From an optimization exercise on the open Yosys and OpenROAD flow, aimed at small area and a short achievable clock period; shortcuts taken in it are not production practice. In this exercise RTL edits were held to simulation tests only and were not proved equivalent to the original. No driver is modelled on the clock port, so clocking that relies on it looks cheaper here than on a real chip. Power and IR drop assume default switching activity.

Setup of build 73:
Design Pipelined, start of the top module:
module Pipelined(s0, s1, s2, s3, s4, s5, s6, s7, t0, t1, t2, t3, t4, t5, t6, t7, t8, t9, CurrentPC, Instruction, SwitchClk_10, reset);
Size: about 7400 cells after synthesis, ~2300 flip-flops, roughly 640 I/O pins, roughly 100000 um2 of cells after synthesis.
Settings: LEC_CHECK=0, CAP_MARGIN=20, CORE_MARGIN=2, CORE_UTILIZATION=42, CTS_CLUSTER_DIAMETER=100, CTS_CLUSTER_SIZE=24, PLACE_DENSITY=0.52, SLEW_MARGIN=20; clock period 9.0 ns.
standard.sh (not shown) runs the stock make flow with config.mk's settings and CLKGATE_MAP_FILE= SYNTH_SCRIPT=/design/flow/synth_recipe.tcl, a recipe that flattens the netlist after the stock synthesis.
==> flow/flow/run.sh <==
#!/bin/bash
# Own layout flow: the standard ORFS flow (standard.sh, unchanged synthesis
# and SDC), run in two parts with a few optimisation knobs set through the
# environment:
#  - ports are buffered with a plain buf_2 instead of the delay buffer OpenROAD
#    picks by default (every port still gets its own buffer)
set -euo pipefail
export BUFFER_PORTS_ARGS="-buffer_cell sky130_fd_sc_hd__buf_2"

export SETUP_SLACK_MARGIN=5.65
bash standard.sh cts > flow_to_cts.log 2>&1
ws=$(sed -n 's/^worst slack max \([-0-9.]*\).*/\1/p' orfs/reports/*/Pipelined/base/4_cts_final.rpt | tail -1)
m=$(awk -v w="${ws:-0}" 'BEGIN { m = w - 0.02; if (m > 5.65) m = 5.65; if (m < 0) m = 0; printf "%.2f", m }')
echo "worst slack after CTS: ${ws:-unknown}; margin from global route on: $m" > flow_margin.log
export SETUP_SLACK_MARGIN=$m
bash standard.sh finish > flow_to_finish.log 2>&1
Relative to build 73, the following input files were edited for trial 44:
--- a/flow/design.v
+++ b/flow/design.v
@@ -4,12 +4,13 @@
 	input [31:0] Instruction;
 	output [31:0] s0, s1, s2, s3, s4, s5, s6, s7, t0, t1, t2, t3, t4, t5, t6, t7, t8, t9;
 	output [31:0] CurrentPC;
 	wire clk = SwitchClk_10;
 	reg [31:2] PC;
 	reg [31:0] IFID_Instr;
+	reg [31:1] IFID_RsOH, IFID_RtOH;
 	reg [31:0] IDEX_A, IDEX_B, IDEX_X;
 	reg [4:0]  IDEX_Dest;
 	reg        IDEX_RegWrite, IDEX_MemRead, IDEX_MemWrite, IDEX_Beq, IDEX_Bne, IDEX_Jump;
 	reg        IDEX_FA, IDEX_FBp, IDEX_FBn, IDEX_FX;
 	reg        IDEX_SubOp, IDEX_And, IDEX_Or, IDEX_Slt, IDEX_Logic;
 	reg [31:0] EXMEM_ALU, EXMEM_Data;
@@ -36,15 +37,16 @@
 	endgenerate
 	reg [31:0] MemData;
 	integer k;
 	always @* begin
 		MemData = 32'd0;
 		for (k = 0; k < 32; k = k + 1)
-			MemData = MemData | (dmem[k] & {32{EXMEM_AddrOH[k] & dvalid[k]}});
+			MemData = MemData | (dmem[k] & {32{EXMEM_AddrOH[k]}});
 	end
-	wire [31:0] WD = EXMEM_MemRead ? MemData : EXMEM_ALU;
+	wire memOK = |(EXMEM_AddrOH & dvalid);
+	wire [31:0] WD = EXMEM_MemRead ? (memOK ? MemData : 32'd0) : EXMEM_ALU;
 	wire [31:0] rvalid;
 	assign rvalid[0] = 1'b1;
 	generate
 		for (g = 1; g < 32; g = g + 1) begin : regs
 			reg [31:0] r;
 			if (g >= 8 && g <= 25) begin : vis
@@ -86,20 +88,27 @@
 	wire [4:0] dest = isR ? rd : rt;
 	wire regWrite = !(isBeq || isBne || isJ || isSw) && dest != 0;
 	wire useRt = isR || isBeq || isBne;
 	wire stall = IDEX_MemRead && ((!isJ && rs == IDEX_Dest) || (useRt && rt == IDEX_Dest));
 	wire fwdMemRs = EXMEM_RegWrite && EXMEM_Dest == rs;
 	wire fwdMemRt = EXMEM_RegWrite && EXMEM_Dest == rt;
-	wire [31:0] RD1 = fwdMemRs ? WD : rvalid[rs] ? rf[rs] : 32'd0;
-	wire [31:0] RD2 = fwdMemRt ? WD : rvalid[rt] ? rf[rt] : 32'd0;
+	reg [31:0] rfRs, rfRt;
+	integer j;
+	always @* begin
+		rfRs = 32'd0;
+		rfRt = 32'd0;
+		for (j = 1; j < 32; j = j + 1) begin
+			rfRs = rfRs | (rf[j] & {32{IFID_RsOH[j] & rvalid[j]}});
+			rfRt = rfRt | (rf[j] & {32{IFID_RtOH[j] & rvalid[j]}});
+		end
+	end
 	wire subOp = isR && fn[2:1] == 2'b01;
 	wire fwdExRt = IDEX_RegWrite && IDEX_Dest == rt;
 	wire [31:2] brTarget = PC + {{14{imm[15]}}, imm};
-	wire [31:0] immOut = isJ ? {PC[23:20], IFID_Instr[25:0], 2'b00} :
-	                     (isBeq || isBne) ? {brTarget, 2'b00} :
-	                     isAndi ? {16'd0, imm} : {{16{imm[15]}}, imm};
+	wire [31:0] target = isJ ? {PC[23:20], IFID_Instr[25:0], 2'b00} : {brTarget, 2'b00};
+	wire [31:0] immOut = isAndi ? {16'd0, imm} : {{16{imm[15]}}, imm};
 	wire kill = stall || taken;
 	always @(posedge clk, posedge reset) begin
 		if (reset) begin
 			IDEX_RegWrite <= 0; IDEX_MemRead <= 0; IDEX_MemWrite <= 0;
 			IDEX_Beq <= 0; IDEX_Bne <= 0; IDEX_Jump <= 0;
 		end else if (kill) begin
@@ -108,15 +117,17 @@
 		end else begin
 			IDEX_RegWrite <= regWrite; IDEX_MemRead <= isLw; IDEX_MemWrite <= isSw;
 			IDEX_Beq <= isBeq; IDEX_Bne <= isBne; IDEX_Jump <= isJ;
 		end
 	end
 	always @(posedge clk) begin
-		IDEX_A <= RD1;
-		IDEX_B <= useRt ? (RD2 ^ {32{subOp}}) : immOut;
-		IDEX_X <= isSw ? RD2 : immOut;
+		IDEX_A <= fwdMemRs ? WD : rfRs;
+		IDEX_B <= (useRt && fwdMemRt && !subOp) ? WD :
+		          (useRt && fwdMemRt && subOp) ? ~WD :
+		          useRt ? (rfRt ^ {32{subOp}}) : immOut;
+		IDEX_X <= (isSw && fwdMemRt) ? WD : isSw ? rfRt : target;
 		IDEX_Dest <= dest;
 		IDEX_FA <= IDEX_RegWrite && IDEX_Dest == rs;
 		IDEX_FBp <= fwdExRt && useRt && !subOp;
 		IDEX_FBn <= fwdExRt && useRt && subOp;
 		IDEX_FX <= fwdExRt && isSw;
 		IDEX_SubOp <= subOp;
@@ -150,19 +161,30 @@
 	always @(posedge clk) begin
 		EXMEM_ALU <= ALU;
 		EXMEM_AddrOH <= 32'd1 << addr;
 		EXMEM_Data <= data;
 		EXMEM_Dest <= IDEX_Dest;
 	end
+	function [31:1] onehot(input [4:0] r);
+		integer i;
+		for (i = 1; i < 32; i = i + 1)
+			onehot[i] = r == i;
+	endfunction
 	always @(posedge clk, posedge reset) begin
 		if (reset) begin
 			PC <= 0;
 			IFID_Instr <= 0;
+			IFID_RsOH <= 0;
+			IFID_RtOH <= 0;
 		end else if (taken) begin
 			PC <= EXMEM_Data[31:2];
 			IFID_Instr <= 0;
+			IFID_RsOH <= 0;
+			IFID_RtOH <= 0;
 		end else if (!stall) begin
 			PC <= PC + 1'b1;
 			IFID_Instr <= Instruction;
+			IFID_RsOH <= onehot(Instruction[25:21]);
+			IFID_RtOH <= onehot(Instruction[20:16]);
 		end
 	end
 endmodule
## What came out
- NOTE sum of internal, switching and leakage power build 73->trial 44 increased by a little under 10%
- Sort build 73 and trial 44 by global routing met1 resource utilization asc -> top: trial 44
- Delta (trial 44 minus build 73): total number of placement rows rose 1, setup slack after layout now sits lower, clock power higher.
- Trial 44 reports its critical path launch point as IFID_RtOH[21]$_DFFE_PP0P_ while build 73 reports IFID_Instr[19]$_DFFE_PP0P_.

## what the ideal ports hide
Ports are ideal in the flow. The routed layouts listed here were re-timed in OpenROAD.
Step 1 assumes that a clkbuf_16 drives the clock port and a buf_2 every other input.
Step 2 times the ports against the registers' clock, not the clock port: input delays grow and output delays shrink by t, the midpoint of the rising clock arrivals with the driver on.
a / b / c = ideal ports / drivers / drivers and shift; a / b = the first two.
| run | t, ns | setup WS [ns] | pins driven straight from the clock port |
|---|---|---|---|
| build 73 | 0.952 | 5.476 / 5.414 / 5.023 | 1 |
| trial 44 | 0.951 | 5.430 / 5.430 / 4.989 | 1 |
After both steps every run listed still meets setup and hold. For build 73, which loses most, drivers alone change the setup slack by -0.062 ns; drivers and shift together by -0.453 ns. The worst setup slack also covers recovery checks on asynchronous resets.
